Context: an optimization exercise on an open-source flow, tuned for small area, a short achievable clock period and few clock cycles per item. The choices shown serve that exercise and are no tape-out recipe.
Function was checked by simulation only, so behaviour that the tests miss may differ from the original.

==> design.v <==
module FFT(
    clk,
    rst_n,
    in_valid,
    din_r,
    din_i,
    out_valid,
    dout_r,
    dout_i
);
parameter n_points = 32;
parameter n_levels = $clog2(n_points);
parameter S_IDLE = 0;
parameter S_START = 1;
parameter S_BUFFER = 2;
parameter S_DONE = 3;
input clk;
input rst_n;
input in_valid;
input signed [11:0] din_r;
input signed [11:0] din_i;
output out_valid;
output signed [15:0] dout_r;
output signed [15:0] dout_i;
reg [n_levels:0] counter_r, counter_w;
reg signed [11:0] din_r_r;
reg signed [11:0] din_i_r;
reg [1:0] state_r, state_w;
wire signed [15:0] commut_in_top_r [0:n_levels-1];
wire signed [15:0] commut_in_top_i [0:n_levels-1];
wire signed [15:0] commut_out_top_r [0:n_levels-1];
wire signed [15:0] commut_out_top_i [0:n_levels-1];
wire signed [15:0] commut_in_bottom_r [0:n_levels-1];
wire signed [15:0] commut_in_bottom_i [0:n_levels-1];
wire signed [15:0] commut_out_bottom_r [0:n_levels-1];
wire signed [15:0] commut_out_bottom_i [0:n_levels-1];
wire signed [15:0] butterfly_in_top_r [0:n_levels-1];
wire signed [15:0] butterfly_in_top_i [0:n_levels-1];
wire signed [15:0] butterfly_out_bottom_r [0:n_levels-1];
wire signed [15:0] butterfly_out_bottom_i [0:n_levels-1];
wire signed [15:0] twiddle_mult_out_r [0:n_levels-2];
wire signed [15:0] twiddle_mult_out_i [0:n_levels-2];
wire signed [15:0] buff_out1_r, buff_out1_i, buff_out2_r, buff_out2_i;
wire swap [0:n_levels-1];
wire buffer_valid;
assign out_valid = (state_r == S_DONE) ? 1 : 0;
assign buffer_valid = (state_r == S_BUFFER) ? 1 : 0;
commutator commutator_level4({{4{din_r_r[11]}},din_r_r}, {{4{din_i_r[11]}},din_i_r}, 16'b0, 16'b0, 
    commut_out_top_r[4], commut_out_top_i[4], commut_out_bottom_r[4], commut_out_bottom_i[4], swap[4]);
commutator commutator_level3(commut_in_top_r[3], commut_in_top_i[3], commut_in_bottom_r[3], commut_in_bottom_i[3], 
    commut_out_top_r[3], commut_out_top_i[3], commut_out_bottom_r[3], commut_out_bottom_i[3], swap[3]);
commutator commutator_level2(commut_in_top_r[2], commut_in_top_i[2], commut_in_bottom_r[2], commut_in_bottom_i[2], 
    commut_out_top_r[2], commut_out_top_i[2], commut_out_bottom_r[2], commut_out_bottom_i[2], swap[2]);
commutator commutator_level1(commut_in_top_r[1], commut_in_top_i[1], commut_in_bottom_r[1], commut_in_bottom_i[1], 
    commut_out_top_r[1], commut_out_top_i[1], commut_out_bottom_r[1], commut_out_bottom_i[1], swap[1]);
commutator commutator_level0(commut_in_top_r[0], commut_in_top_i[0], commut_in_bottom_r[0], commut_in_bottom_i[0], 
    commut_out_top_r[0], commut_out_top_i[0], commut_out_bottom_r[0], commut_out_bottom_i[0], swap[0]);
delay_line #(.delay_nums(16)) delay_top_level4(clk, rst_n, commut_out_top_r[4], commut_out_top_i[4], butterfly_in_top_r[4], butterfly_in_top_i[4]);
delay_line #(.delay_nums(8)) delay_top_level3(clk, rst_n, commut_out_top_r[3], commut_out_top_i[3], butterfly_in_top_r[3], butterfly_in_top_i[3]);
delay_line #(.delay_nums(4)) delay_top_level2(clk, rst_n, commut_out_top_r[2], commut_out_top_i[2], butterfly_in_top_r[2], butterfly_in_top_i[2]);
delay_line #(.delay_nums(2)) delay_top_level1(clk, rst_n, commut_out_top_r[1], commut_out_top_i[1], butterfly_in_top_r[1], butterfly_in_top_i[1]);
delay_line #(.delay_nums(1)) delay_top_level0(clk, rst_n, commut_out_top_r[0], commut_out_top_i[0], butterfly_in_top_r[0], butterfly_in_top_i[0]);
delay_line #(.delay_nums(8)) delay_bottom_level3(clk, rst_n, twiddle_mult_out_r[3], twiddle_mult_out_i[3], commut_in_bottom_r[3], commut_in_bottom_i[3]);
delay_line #(.delay_nums(4)) delay_bottom_level2(clk, rst_n, twiddle_mult_out_r[2], twiddle_mult_out_i[2], commut_in_bottom_r[2], commut_in_bottom_i[2]);
delay_line #(.delay_nums(2)) delay_bottom_level1(clk, rst_n, twiddle_mult_out_r[1], twiddle_mult_out_i[1], commut_in_bottom_r[1], commut_in_bottom_i[1]);
delay_line #(.delay_nums(1)) delay_bottom_level0(clk, rst_n, twiddle_mult_out_r[0], twiddle_mult_out_i[0], commut_in_bottom_r[0], commut_in_bottom_i[0]);
butterfly butterfly_level4(butterfly_in_top_r[4], butterfly_in_top_i[4], commut_out_bottom_r[4], commut_out_bottom_i[4],
    commut_in_top_r[3], commut_in_top_i[3], butterfly_out_bottom_r[4], butterfly_out_bottom_i[4]);
butterfly butterfly_level3(butterfly_in_top_r[3], butterfly_in_top_i[3], commut_out_bottom_r[3], commut_out_bottom_i[3],
    commut_in_top_r[2], commut_in_top_i[2], butterfly_out_bottom_r[3], butterfly_out_bottom_i[3]);
butterfly butterfly_level2(butterfly_in_top_r[2], butterfly_in_top_i[2], commut_out_bottom_r[2], commut_out_bottom_i[2],
    commut_in_top_r[1], commut_in_top_i[1], butterfly_out_bottom_r[2], butterfly_out_bottom_i[2]);
butterfly butterfly_level1(butterfly_in_top_r[1], butterfly_in_top_i[1], commut_out_bottom_r[1], commut_out_bottom_i[1],
    commut_in_top_r[0], commut_in_top_i[0], butterfly_out_bottom_r[1], butterfly_out_bottom_i[1]);
butterfly butterfly_level0(butterfly_in_top_r[0], butterfly_in_top_i[0], commut_out_bottom_r[0], commut_out_bottom_i[0],
    buff_out1_r, buff_out1_i, buff_out2_r,buff_out2_i);
output_buffer output_buffer_0(clk, rst_n, buff_out1_r, buff_out1_i, buff_out2_r, buff_out2_i, buffer_valid, dout_r, dout_i);
twidle_mult3 twidle_mult3_0(counter_r[3:0], butterfly_out_bottom_r[4], butterfly_out_bottom_i[4], twiddle_mult_out_r[3], twiddle_mult_out_i[3]);
twidle_mult2 twidle_mult2_0(counter_r[2:0], butterfly_out_bottom_r[3], butterfly_out_bottom_i[3], twiddle_mult_out_r[2], twiddle_mult_out_i[2]);
twidle_mult1 twidle_mult1_0(counter_r[1:0], butterfly_out_bottom_r[2], butterfly_out_bottom_i[2], twiddle_mult_out_r[1], twiddle_mult_out_i[1]);
twidle_mult0 twidle_mult0_0(counter_r[0], butterfly_out_bottom_r[1], butterfly_out_bottom_i[1], twiddle_mult_out_r[0], twiddle_mult_out_i[0]);
assign swap[4] = counter_r[4]; 
assign swap[3] = counter_r[3]; 
assign swap[2] = counter_r[2]; 
assign swap[1] = counter_r[1]; 
assign swap[0] = counter_r[0]; 
always@(*) begin
    state_w = state_r;
    counter_w = counter_r;
    if(state_r != S_IDLE)
        counter_w = counter_r + 1;
    if(in_valid == 1)
        state_w = S_START;
    if(counter_r == 29)
        state_w = S_BUFFER;
    if(counter_r == 40)
        state_w = S_DONE;
end
always@(posedge clk or negedge rst_n) begin
    if(!rst_n) begin
        counter_r <= 0;
        state_r <= S_IDLE;
    end
    else begin
        counter_r <= counter_w;
        din_r_r <= din_r;
        din_i_r <= din_i;
        state_r <= state_w;
    end
end
endmodule
module delay_line(
    clk,
    rst_n,
    in_r,
    in_i,
    out_r,
    out_i
);
parameter data_bits = 16;
parameter delay_nums = 4;
input clk, rst_n;
input signed [data_bits-1:0] in_r, in_i;
output signed [data_bits-1:0] out_r, out_i;
reg signed [data_bits-1:0] buffers_r [0:delay_nums-1], buffers_i [0:delay_nums-1];
integer i;
assign out_r = buffers_r[delay_nums-1];
assign out_i = buffers_i[delay_nums-1];
always@(posedge clk or negedge rst_n) begin
    if(!rst_n) begin
        for(i=0;i<delay_nums;i=i+1)
            buffers_r[i] <= 0;
        for(i=0;i<delay_nums;i=i+1)
            buffers_i[i] <= 0;
    end
    else begin
        buffers_r[0] <= in_r;
        buffers_i[0] <= in_i;
        for(i=1;i<delay_nums;i=i+1)
            buffers_r[i] <= buffers_r[i-1];
        for(i=1;i<delay_nums;i=i+1)
            buffers_i[i] <= buffers_i[i-1];
    end
end
endmodule
module commutator(
    in1_r,
    in1_i,
    in2_r,
    in2_i,
    out1_r,
    out1_i,
    out2_r,
    out2_i,
    swap
);
parameter data_bits = 16;
input swap;
input signed [data_bits-1:0] in1_r, in1_i, in2_r, in2_i;
output signed [data_bits-1:0] out1_r, out1_i, out2_r, out2_i;
assign out1_r = (swap == 1) ? in2_r : in1_r;
assign out1_i = (swap == 1) ? in2_i : in1_i;
assign out2_r = (swap == 1) ? in1_r : in2_r;
assign out2_i = (swap == 1) ? in1_i : in2_i;
endmodule
module butterfly(
    in1_r,
    in1_i,
    in2_r,
    in2_i,
    out1_r,
    out1_i,
    out2_r,
    out2_i
);
parameter data_bits = 16;
input signed [data_bits-1:0] in1_r, in1_i, in2_r, in2_i;
output signed [data_bits-1:0] out1_r, out1_i, out2_r, out2_i;
assign out1_r = in1_r + in2_r;
assign out1_i = in1_i + in2_i;
assign out2_r = in1_r - in2_r;
assign out2_i = in1_i - in2_i;
endmodule
module twidle_mult0(
    in_point,
    in_r,
    in_i,
    out_r,
    out_i
);
parameter data_bits = 16;
input in_point;
input signed [data_bits-1:0] in_r, in_i;
output reg signed [data_bits-1:0] out_r, out_i;
always@(*) begin
    case(in_point)
        0:  
        begin
            out_r = in_r;
            out_i = in_i;
        end
        1:  
        begin
            out_r = in_i;
            out_i = -in_r;
        end
    endcase
end
endmodule
module twidle_mult1(
    in_point,
    in_r,
    in_i,
    out_r,
    out_i
);
parameter data_bits = 16;
input [1:0] in_point;
input signed [data_bits-1:0] in_r, in_i;
output reg signed [data_bits-1:0] out_r, out_i;
always@(*) begin
    case(in_point)
        0:  
        begin   
            out_r = in_r;
            out_i = in_i;
        end
        1:  
        begin
            out_r =  in_r - (in_r >>> 2) - (in_r >>> 4) + (in_r >>> 6) + (in_r >>> 8)
                + in_i - (in_i >>> 2) - (in_i >>> 4) + (in_i >>> 6) + (in_i >>> 8) ;
            out_i = - in_r + (in_r >>> 2) + (in_r >>> 4) - (in_r >>> 6) - (in_r >>> 8) 
                + in_i - (in_i >>> 2) - (in_i >>> 4) + (in_i >>> 6) + (in_i >>> 8);
        end
        2:  
        begin
            out_r = in_i;
            out_i = -in_r;
        end
        3:  
        begin
            out_r = - in_r + (in_r >>> 2) + (in_r >>> 4) - (in_r >>> 6) - (in_r >>> 8) 
                + in_i - (in_i >>> 2) - (in_i >>> 4) + (in_i >>> 6) + (in_i >>> 8);
            out_i = - (in_r >>> 1) - (in_r >>> 2) + (in_r >>> 4) - (in_r >>> 6) - (in_r >>> 8)
                - in_i + (in_i >>> 2) + (in_i >>> 4) - (in_i >>> 6) - (in_i >>> 8);
        end
    endcase
end
endmodule
module twidle_mult2(
    in_point,
    in_r,
    in_i,
    out_r,
    out_i
);
parameter data_bits = 16;
input [2:0] in_point;
input signed [data_bits-1:0] in_r, in_i;
output reg signed [data_bits-1:0] out_r, out_i;
always@(*) begin
    case(in_point)
        0:  
        begin
            out_r = in_r;
            out_i = in_i;
        end
        1:  
        begin
            out_r = in_r - (in_r >>> 4) - (in_r >>> 6) + (in_i >>> 1) - (in_i >>> 3);
            out_i = - (in_r >>> 1) + (in_r >>> 3) + in_i - (in_i >>> 4) - (in_i >>> 6);
        end
        2:  
        begin
            out_r =  in_r - (in_r >>> 2) - (in_r >>> 4) + (in_r >>> 6) 
                + in_i - (in_i >>> 2) - (in_i >>> 4) + (in_i >>> 6) ;
            out_i = - in_r + (in_r >>> 2) + (in_r >>> 4) - (in_r >>> 6) 
                + in_i - (in_i >>> 2) - (in_i >>> 4) + (in_i >>> 6) ;
        end
        3:  
        begin
            out_r = (in_r >>> 1) - (in_r >>> 3) + in_i - (in_i >>> 4) - (in_i >>> 6);
            out_i = -in_r + (in_r >>> 4) + (in_r >>> 6) + (in_i >>> 1) - (in_i >>> 3);
        end
        4:  
        begin
            out_r = in_i;
            out_i = -in_r;
        end
        5:  
        begin
            out_r = -(in_r >>> 1) + (in_r >>> 3) + in_i - (in_i >>> 4) - (in_i >>> 6);
            out_i = -in_r + (in_r >>> 4) + (in_r >>> 6) - (in_i >>> 1) + (in_i >>> 3);
        end
        6:  
        begin
            out_r = - in_r + (in_r >>> 2) + (in_r >>> 4) - (in_r >>> 6) 
                + in_i - (in_i >>> 2) - (in_i >>> 4) + (in_i >>> 6) ;
            out_i = - (in_r >>> 1) - (in_r >>> 2) + (in_r >>> 4) - (in_r >>> 6) 
                - in_i + (in_i >>> 2) + (in_i >>> 4) - (in_i >>> 6) ;
        end
        7:  
        begin
            out_r = -in_r + (in_r >>> 4) + (in_r >>> 6) + (in_i >>> 1) - (in_i >>> 3);
            out_i = - (in_r >>> 1) + (in_r >>> 3) - in_i +  (in_i >>> 4) + (in_i >>> 6);
        end
    endcase
end
endmodule
module twidle_mult3(
    in_point,
    in_r,
    in_i,
    out_r,
    out_i
);
parameter data_bits = 16;
input [3:0] in_point;
input signed [data_bits-1:0] in_r, in_i;
output reg signed [data_bits-1:0] out_r, out_i;
always@(*) begin
    case(in_point)
        0:  
        begin
            out_r = in_r;
            out_i = in_i;
        end
        1:  
        begin
            out_r = in_r - (in_r >>> 6) + (in_i >>> 2) - (in_i >>> 4);
            out_i = - (in_r >>> 2) + (in_r >>> 4) + in_i - (in_i >>> 6);
        end
        2:  
        begin
            out_r = in_r - (in_r >>> 4) - (in_r >>> 6) + (in_i >>> 1) - (in_i >>> 3);
            out_i = - (in_r >>> 1) + (in_r >>> 3) + in_i - (in_i >>> 4) - (in_i >>> 6);
        end
        3:  
        begin
            out_r = in_r - (in_r >>> 2) + (in_r >>> 4) + (in_r >>> 6) + (in_i >>> 1) + (in_i >>> 4) - (in_i >>> 6);
            out_i = - (in_r >>> 1) - (in_r >>> 4) + (in_r >>> 6) + in_i - (in_i >>> 2) + (in_i >>> 4) + (in_i >>> 6);
        end
        4:  
        begin
            out_r =  in_r - (in_r >>> 2) - (in_r >>> 4) + (in_r >>> 6) 
                + in_i - (in_i >>> 2) - (in_i >>> 4) + (in_i >>> 6) ;
            out_i = - in_r + (in_r >>> 2) + (in_r >>> 4) - (in_r >>> 6) 
                + in_i - (in_i >>> 2) - (in_i >>> 4) + (in_i >>> 6) ;
        end
        5:  
        begin
            out_r = (in_r >>> 1) + (in_r >>> 4) - (in_r >>> 6) + in_i - (in_i >>> 2) + (in_i >>> 4) ;
            out_i = - in_r + (in_r >>> 2) - (in_r >>> 4) - (in_r >>> 6) + (in_i >>> 1) + (in_i >>> 4) ;
        end
        6:  
        begin
            out_r = (in_r >>> 1) - (in_r >>> 3) + in_i - (in_i >>> 4) - (in_i >>> 6);
            out_i = -in_r + (in_r >>> 4) + (in_r >>> 6) + (in_i >>> 1) - (in_i >>> 3);
        end
        7:  
        begin
            out_r =   (in_r >>> 2) - (in_r >>> 4) + in_i - (in_i >>> 5);
            out_i = - in_r + (in_r >>> 5) + (in_i >>> 2) - (in_i >>> 4);
        end
        8:  
        begin
            out_r = in_i;
            out_i = -in_r;
        end
        9:  
        begin
            out_r = - (in_r >>> 2) + (in_r >>> 4) + in_i - (in_i >>> 5);
            out_i = - in_r + (in_r >>> 5) - (in_i >>> 2) + (in_i >>> 4);
        end
        10:  
        begin
            out_r = -(in_r >>> 1) + (in_r >>> 3) + in_i - (in_i >>> 4) - (in_i >>> 6);
            out_i = -in_r + (in_r >>> 4) + (in_r >>> 6) - (in_i >>> 1) + (in_i >>> 3);
        end
        11:  
        begin
            out_r = - (in_r >>> 1) - (in_r >>> 4) + (in_r >>> 6) + in_i - (in_i >>> 2) + (in_i >>> 4) + (in_i >>> 6);
            out_i = - in_r + (in_r >>> 2) - (in_r >>> 4) - (in_r >>> 6) - (in_i >>> 1) - (in_i >>> 4) + (in_i >>> 6);
        end
        12:  
        begin
            out_r = - in_r + (in_r >>> 2) + (in_r >>> 4) - (in_r >>> 6) 
                + in_i - (in_i >>> 2) - (in_i >>> 4) + (in_i >>> 6) ;
            out_i = - (in_r >>> 1) - (in_r >>> 2) + (in_r >>> 4) - (in_r >>> 6) 
                - in_i + (in_i >>> 2) + (in_i >>> 4) - (in_i >>> 6) ;
        end
        13:  
        begin
            out_r = - in_r + (in_r >>> 2) - (in_r >>> 4) - (in_r >>> 6) + (in_i >>> 1) + (in_i >>> 4) - (in_i >>> 6);
            out_i = - (in_r >>> 1) - (in_r >>> 4) + (in_r >>> 6) - in_i + (in_i >>> 2) - (in_i >>> 4) - (in_i >>> 6);
        end
        14:  
        begin
            out_r = -in_r + (in_r >>> 4) + (in_r >>> 6) + (in_i >>> 1) - (in_i >>> 3);
            out_i = - (in_r >>> 1) + (in_r >>> 3) - in_i +  (in_i >>> 4) + (in_i >>> 6);
        end
        15:  
        begin
            out_r = - in_r + (in_r >>> 5) + (in_i >>> 2) - (in_i >>> 4);
            out_i = - (in_r >>> 2) + (in_r >>> 4) - in_i + (in_i >>> 5);
        end
    endcase
end
endmodule
module output_buffer(
    clk,
    rst_n,
    in1_r,
    in1_i, 
    in2_r, 
    in2_i, 
    i_valid, 
    out_r, 
    out_i
);
parameter data_bits = 16;
parameter n_points = 32;
input clk, rst_n, i_valid;
input signed [data_bits-1:0] in1_r, in1_i, in2_r, in2_i;
output signed [data_bits-1:0] out_r, out_i;
parameter S_IDLE = 0;
parameter S_START = 1;
parameter S_DONE = 2;
integer i;
reg [data_bits-1:0] buffer_r_r [0:n_points-1], buffer_r_w [0:n_points-1];
reg [data_bits-1:0] buffer_i_r [0:n_points-1], buffer_i_w [0:n_points-1];
reg [$clog2(n_points)-1:0] counter_r, counter_w;
reg [$clog2(n_points)-1:0] counter2_r, counter2_w;
reg [$clog2(n_points)-1:0] counter3_r, counter3_w;
reg [$clog2(n_points)-1:0] reverse_w, reverse2_w;
reg [1:0] state_r, state_w;
assign out_r = buffer_r_r[counter3_r];
assign out_i = buffer_i_r[counter3_r];
always@(*) begin
    state_w = state_r;
    counter_w = counter_r;
    counter2_w = counter2_r;
    counter3_w = counter3_r;
    reverse_w = {counter_r[0],counter_r[1],counter_r[2],counter_r[3],counter_r[4]};
    reverse2_w = {counter2_r[0],counter2_r[1],counter2_r[2],counter2_r[3],counter2_r[4]};
    for(i=0;i<n_points;i=i+1) begin
        buffer_r_w[i] = buffer_r_r[i];
        buffer_i_w[i] = buffer_i_r[i];
    end
    if(i_valid == 1)
        state_w = S_START;
    if(state_r == S_START) begin
        counter_w = counter_r + 2;
        counter2_w = counter2_r + 2;
    end
    if(counter2_r == 31)
        state_w = S_DONE;
    if(state_r ==  S_START) begin
        buffer_r_w[reverse_w] = in1_r;
        buffer_i_w[reverse_w] = in1_i;
        buffer_r_w[reverse2_w] = in2_r;
        buffer_i_w[reverse2_w] = in2_i;
    end
    if(state_r != S_IDLE)
        counter3_w = counter3_r + 1;
end
always@(posedge clk or negedge rst_n) begin
    if(!rst_n) begin
        state_r <= S_IDLE;
        counter_r <= 0;
        counter2_r <= 1;
        counter3_r <= 0-10;
    end
    else begin
        state_r <= state_w;
        counter_r <= counter_w;
        counter2_r <= counter2_w;
        counter3_r <= counter3_w;
        for(i=0;i<n_points;i=i+1) begin
            buffer_r_r[i] <= buffer_r_w[i];
            buffer_i_r[i] <= buffer_i_w[i];
        end
    end
end
endmodule
==> run.sh <==
#!/bin/bash
# synth_recipe.tcl (not shown) runs the flow's synth.tcl, then flattens the netlist and writes it again
# the make line also repeats each setting of config.mk as NAME=value (left out here)
make -C /OpenROAD-flow-scripts/flow DESIGN_CONFIG=/design/flow/config.mk WORK_HOME=/design/flow/orfs CLKGATE_MAP_FILE= SYNTH_SCRIPT=/design/flow/synth_recipe.tcl finish
==> config.mk <==
export PLATFORM = sky130hd
export DESIGN_NAME = FFT
export DESIGN_NICKNAME = FFT
export VERILOG_FILES = /design/flow/design.v
export SDC_FILE = /design/flow/constraint.sdc
export NUM_CORES = 4
export LEC_CHECK = 0
export CAP_MARGIN = 20
export CORE_MARGIN = 2
export CORE_UTILIZATION = 40
export PLACE_DENSITY = 0.6
export SLEW_MARGIN = 20
==> constraint.sdc <==
create_clock -name core_clock -period 12.0 [get_ports {clk}]
set_input_delay 2.4000 -clock core_clock [delete_from_list [all_inputs] [get_ports {clk}]]
set_output_delay 2.4000 -clock core_clock [all_outputs]
set_load 0.01 [all_outputs]
==> impl_metrics.toml <==
[synth]
netlist_top_cells_area = "dfrtp_1 (21%), edfxtp_1 (19%), fa_1 (17%)"
synth.distinct_cells = 116
synth_commonest_cells = "inv_1 (2095), fa_1 (1389), dfrtp_1 (1364)"
synth_edf_count = 1048
ys_ff_latch = 2415
ys.flop_type = "dfrtp_1"
synth_warnings = 25
yosysTopAreaCell = "dfrtp_1"
syn_inst = 14570
seq_area_frac_synth = 0.4045
async_reset_ff_frac = 0.5660
synth.most_common_cell = "inv_1"
synth_top_area_share = 0.2102
syn_area_um2 = 162400
avgSynthCellArea_um2 = 11.14
syn_nets = 17160

[floorplan]
die_h_um = 641.2
placementRows = 233
io-pin-count = 60
core_um2 = 403500
die-area_um2 = 411100
start_util = 0.4025
die_x_um = 641.2

[setup_path]
arrival_ps = 11840
critPathMaxFanout = 9
r2r_cells = 49
crit_type = "flop to flop"
path_buf_inv = 6
critPathSlowestCell = "fa_1"
required_ps = 12670
max_stage_delay_ps = 540
worst_setup_path_start_kind = "flop"
cp_num_cells = 49
setup.worst_path.end_class = "flop"
path_delay_family = "adder cells"

[final_layout]
fillerInstances = 37610
final_cells = 20490
layout.nets = 17470
postLayoutCellArea_um2 = 181800
drive_gt1_frac = 0.08814
area_growth_syn_to_layout_pct = 11.94

[grt]
grt_start_max_net_pins = 174
antenna_found_initial = 18
overflow = 0
grtUsageTotal = 0.2860
grt_first_pass_wirelength_um = 844300
grt_pass1_vias = 119100

[drt]
vias = 116600
wirelength_um = 589800
drtPass1Iterations = 9
route.detailed.drc = 0
wl_per_cell_um = 28.79
viasPerCell = 5.689
final_antenna_net_count = 0
drt_iter0_markers = 12990

[place]
numPortBuffers = 59
hpwl_um = 419200
post_dp_cell_area_um2 = 172900
gp_congestion = 1.004
dp_cells = 20010

[clocking]
cts_tree = "yes"
clk_latency_ps = 900
cts_inserted_buffers = 266
holdBufCountCts = 0
cts_max_path_buffers = 4
numClockSinks = 2415
cts-root-buf = "clkbuf_16"
htree_num_levels = 5
clkTransAtPathRegs_ps = 60

[sta]
slew_headroom = 0.1966
finalCritPeriodShare = 0.9308
hold_viol_final = 0
fmax_ghz = 0.08953
holdWs_ps = 303.9
worstMarginPinSlew_ps = 1202
finalSetupViolCount = 0
finalMaxSlewViolations = 0
rsz0062_at_grt = "yes"
period_needed_ps = 11170
skew_ps = 104.1

[flow_run]
max-cap-violations = 0

[worst_hold_path]
holdCritPathClass = "flop to flop"
hold_depth = 0

[status]
outcome = "no timing/DRC/antenna violations"
-- layout by cell type (no fill, tap or decap), types with 43 or more instances in the layout --
master	n
inv_1	2083
fa_1	1389
dfrtp_1	1359
ha_1	1167
edfxtp_1	1048
nand2_1	965
a21oi_1	839
xnor2_1	696
nor2_1	659
o21ai_0	651
buf_4	468
clkbuf_16	275
a22oi_1	268
xor2_1	257
o21bai_1	241
a221oi_1	219
nand3_1	182
a21o_1	179
nor3_1	145
mux2_2	142
a22o_1	125
mux2i_1	124
nor2b_1	104
o21a_1	71
nand4_1	68
a222oi_1	65
nand2b_1	60
clkdlybuf4s50_1	58
o22ai_1	55
and3_1	54
clkbuf_1	47
a211oi_1	45
xnor2_2	43
-- metrics by stage --
stage | setup TNS, ps | utilization | setup slack, ps
finish | 0 | 0.4506 | 830.1
global route | -97.75 | 0.4505 | -52.26
CTS | 0 | 0.4500 | 210.1
detailed placement | 0 | 0.4285 | 365.8
global placement | 0 | 0.4284 | 411.1
floorplan | 0 | - | 90.96
-- cell type report --
type | instances | area (µm²) | area share
clock buffers | 341 | 7308 | 0.04020
repair buffers | 538 | 4315 | 0.02374
well taps | 5405 | 6763 | 0.03720
inverters | 2101 | 7888 | 0.04339
multi-input cells | 9556 | 88440 | 0.4865
clock inverters | 116 | 1345 | 0.007399
flip-flops and latches | 2415 | 65700 | 0.3614
diodes | 15 | 37.54 | 0.0002065
-- kinds of logic after synthesis --
logic type,after synthesis,share of synthesized area
adder cells (fa/ha/maj),2565,0.2618
multiplexers,273,0.01818
flip-flops,2415,0.4045
AO/OA/AOI/OAI,3224,0.1313
XOR/XNOR,1022,0.05639
buffers and inverters,2601,0.06027
AND/OR/NAND/NOR,2472,0.06753
-- layer usage --
metal | share of wire | up-vias | wire [µm] | GRT usage
li1 | - | 50060 | - | -
met1 | 0.37 | 58640 | 219400 | 0.3544
met2 | 0.47 | 6103 | 277100 | 0.4715
met3 | 0.088 | 1738 | 52070 | 0.04966
met4 | 0.070 | 8 | 41180 | 0.1641
met5 | 0.000090 | - | 53 | 0
-- path summary, 6_finish.rpt --
| check | slack (ps) | startpoint | end |
|---|---|---|---|
| min in group asynchronous | 1400 | rst_n | delay_bottom_level3.buffers_r[3][4]$_DFF_PN0_ |
| max in group asynchronous | 6710 | rst_n | delay_top_level2.buffers_r[2][15]$_DFF_PN0_ |
| worst min register to register | 300 | delay_bottom_level3.buffers_i[5][5]$_DFF_PN0_ | delay_bottom_level3.buffers_i[6][5]$_DFF_PN0_ |
| worst max-delay path | 830 | counter_r[4]$_DFFE_PN0P_ | delay_bottom_level1.buffers_i[0][15]$_DFF_PN0_ |
| worst max register to register | 830 | counter_r[4]$_DFFE_PN0P_ | delay_bottom_level1.buffers_i[0][15]$_DFF_PN0_ |
| worst min-delay path | 300 | delay_bottom_level3.buffers_i[5][5]$_DFF_PN0_ | delay_bottom_level3.buffers_i[6][5]$_DFF_PN0_ |
-- timing repair --
action | CTS | global route
gates resized for setup | 0 | 34
setup endpoints to repair | 0 | 9
setup buffers | 0 | 1
endpoints found under the hold margin | 0 | 0
-- flip-flops by register name, indices dropped and copies added (netlist names), 5 cells and up --
register	count
counter_r	6
delay_bottom_level0.buffers_i	16
delay_bottom_level0.buffers_r	16
delay_bottom_level1.buffers_i	32
delay_bottom_level1.buffers_r	32
delay_bottom_level2.buffers_i	64
delay_bottom_level2.buffers_r	64
delay_bottom_level3.buffers_i	128
delay_bottom_level3.buffers_r	128
delay_top_level0.buffers_i	16
delay_top_level0.buffers_r	16
delay_top_level1.buffers_i	32
delay_top_level1.buffers_r	32
delay_top_level2.buffers_i	64
delay_top_level2.buffers_r	64
delay_top_level3.buffers_i	128
delay_top_level3.buffers_r	128
delay_top_level4.buffers_i	192
delay_top_level4.buffers_r	192
din_i_r	12
din_r_r	12
output_buffer_0.buffer_i_r	512
output_buffer_0.buffer_r_r	512
output_buffer_0.counter3_r	5
Testbench counts, summed over its fixed seeds: cycles 28,416, frames 384.

[re-timing with driven ports]
No port has a modelled driver above. Below, the same layout with a new extraction and two added sets of constraints. Step 1, drivers: a clkbuf_16 drives clk and a buf_2 each remaining input, both assumed. Step 2 adds t to the input delays and takes it off the output delays; t is the mean of the earliest and latest rising clock arrival at the registers after step 1. Input paths then give back, and output paths get back, about the clock's delay inside the block. Slacks: ideal / step 1 / step 2; pairs: ideal / step 1.
shift t [ns]: 0.931
setup slack, ns: 0.830 / 0.830 / 0.830
worst setup path at the end: register to register
cell pins on the clock port's net: 1
After both steps setup and hold are still met in this run. The setup slack of this run moves by 0.000 ns with the drivers and by 0.000 ns with both steps.
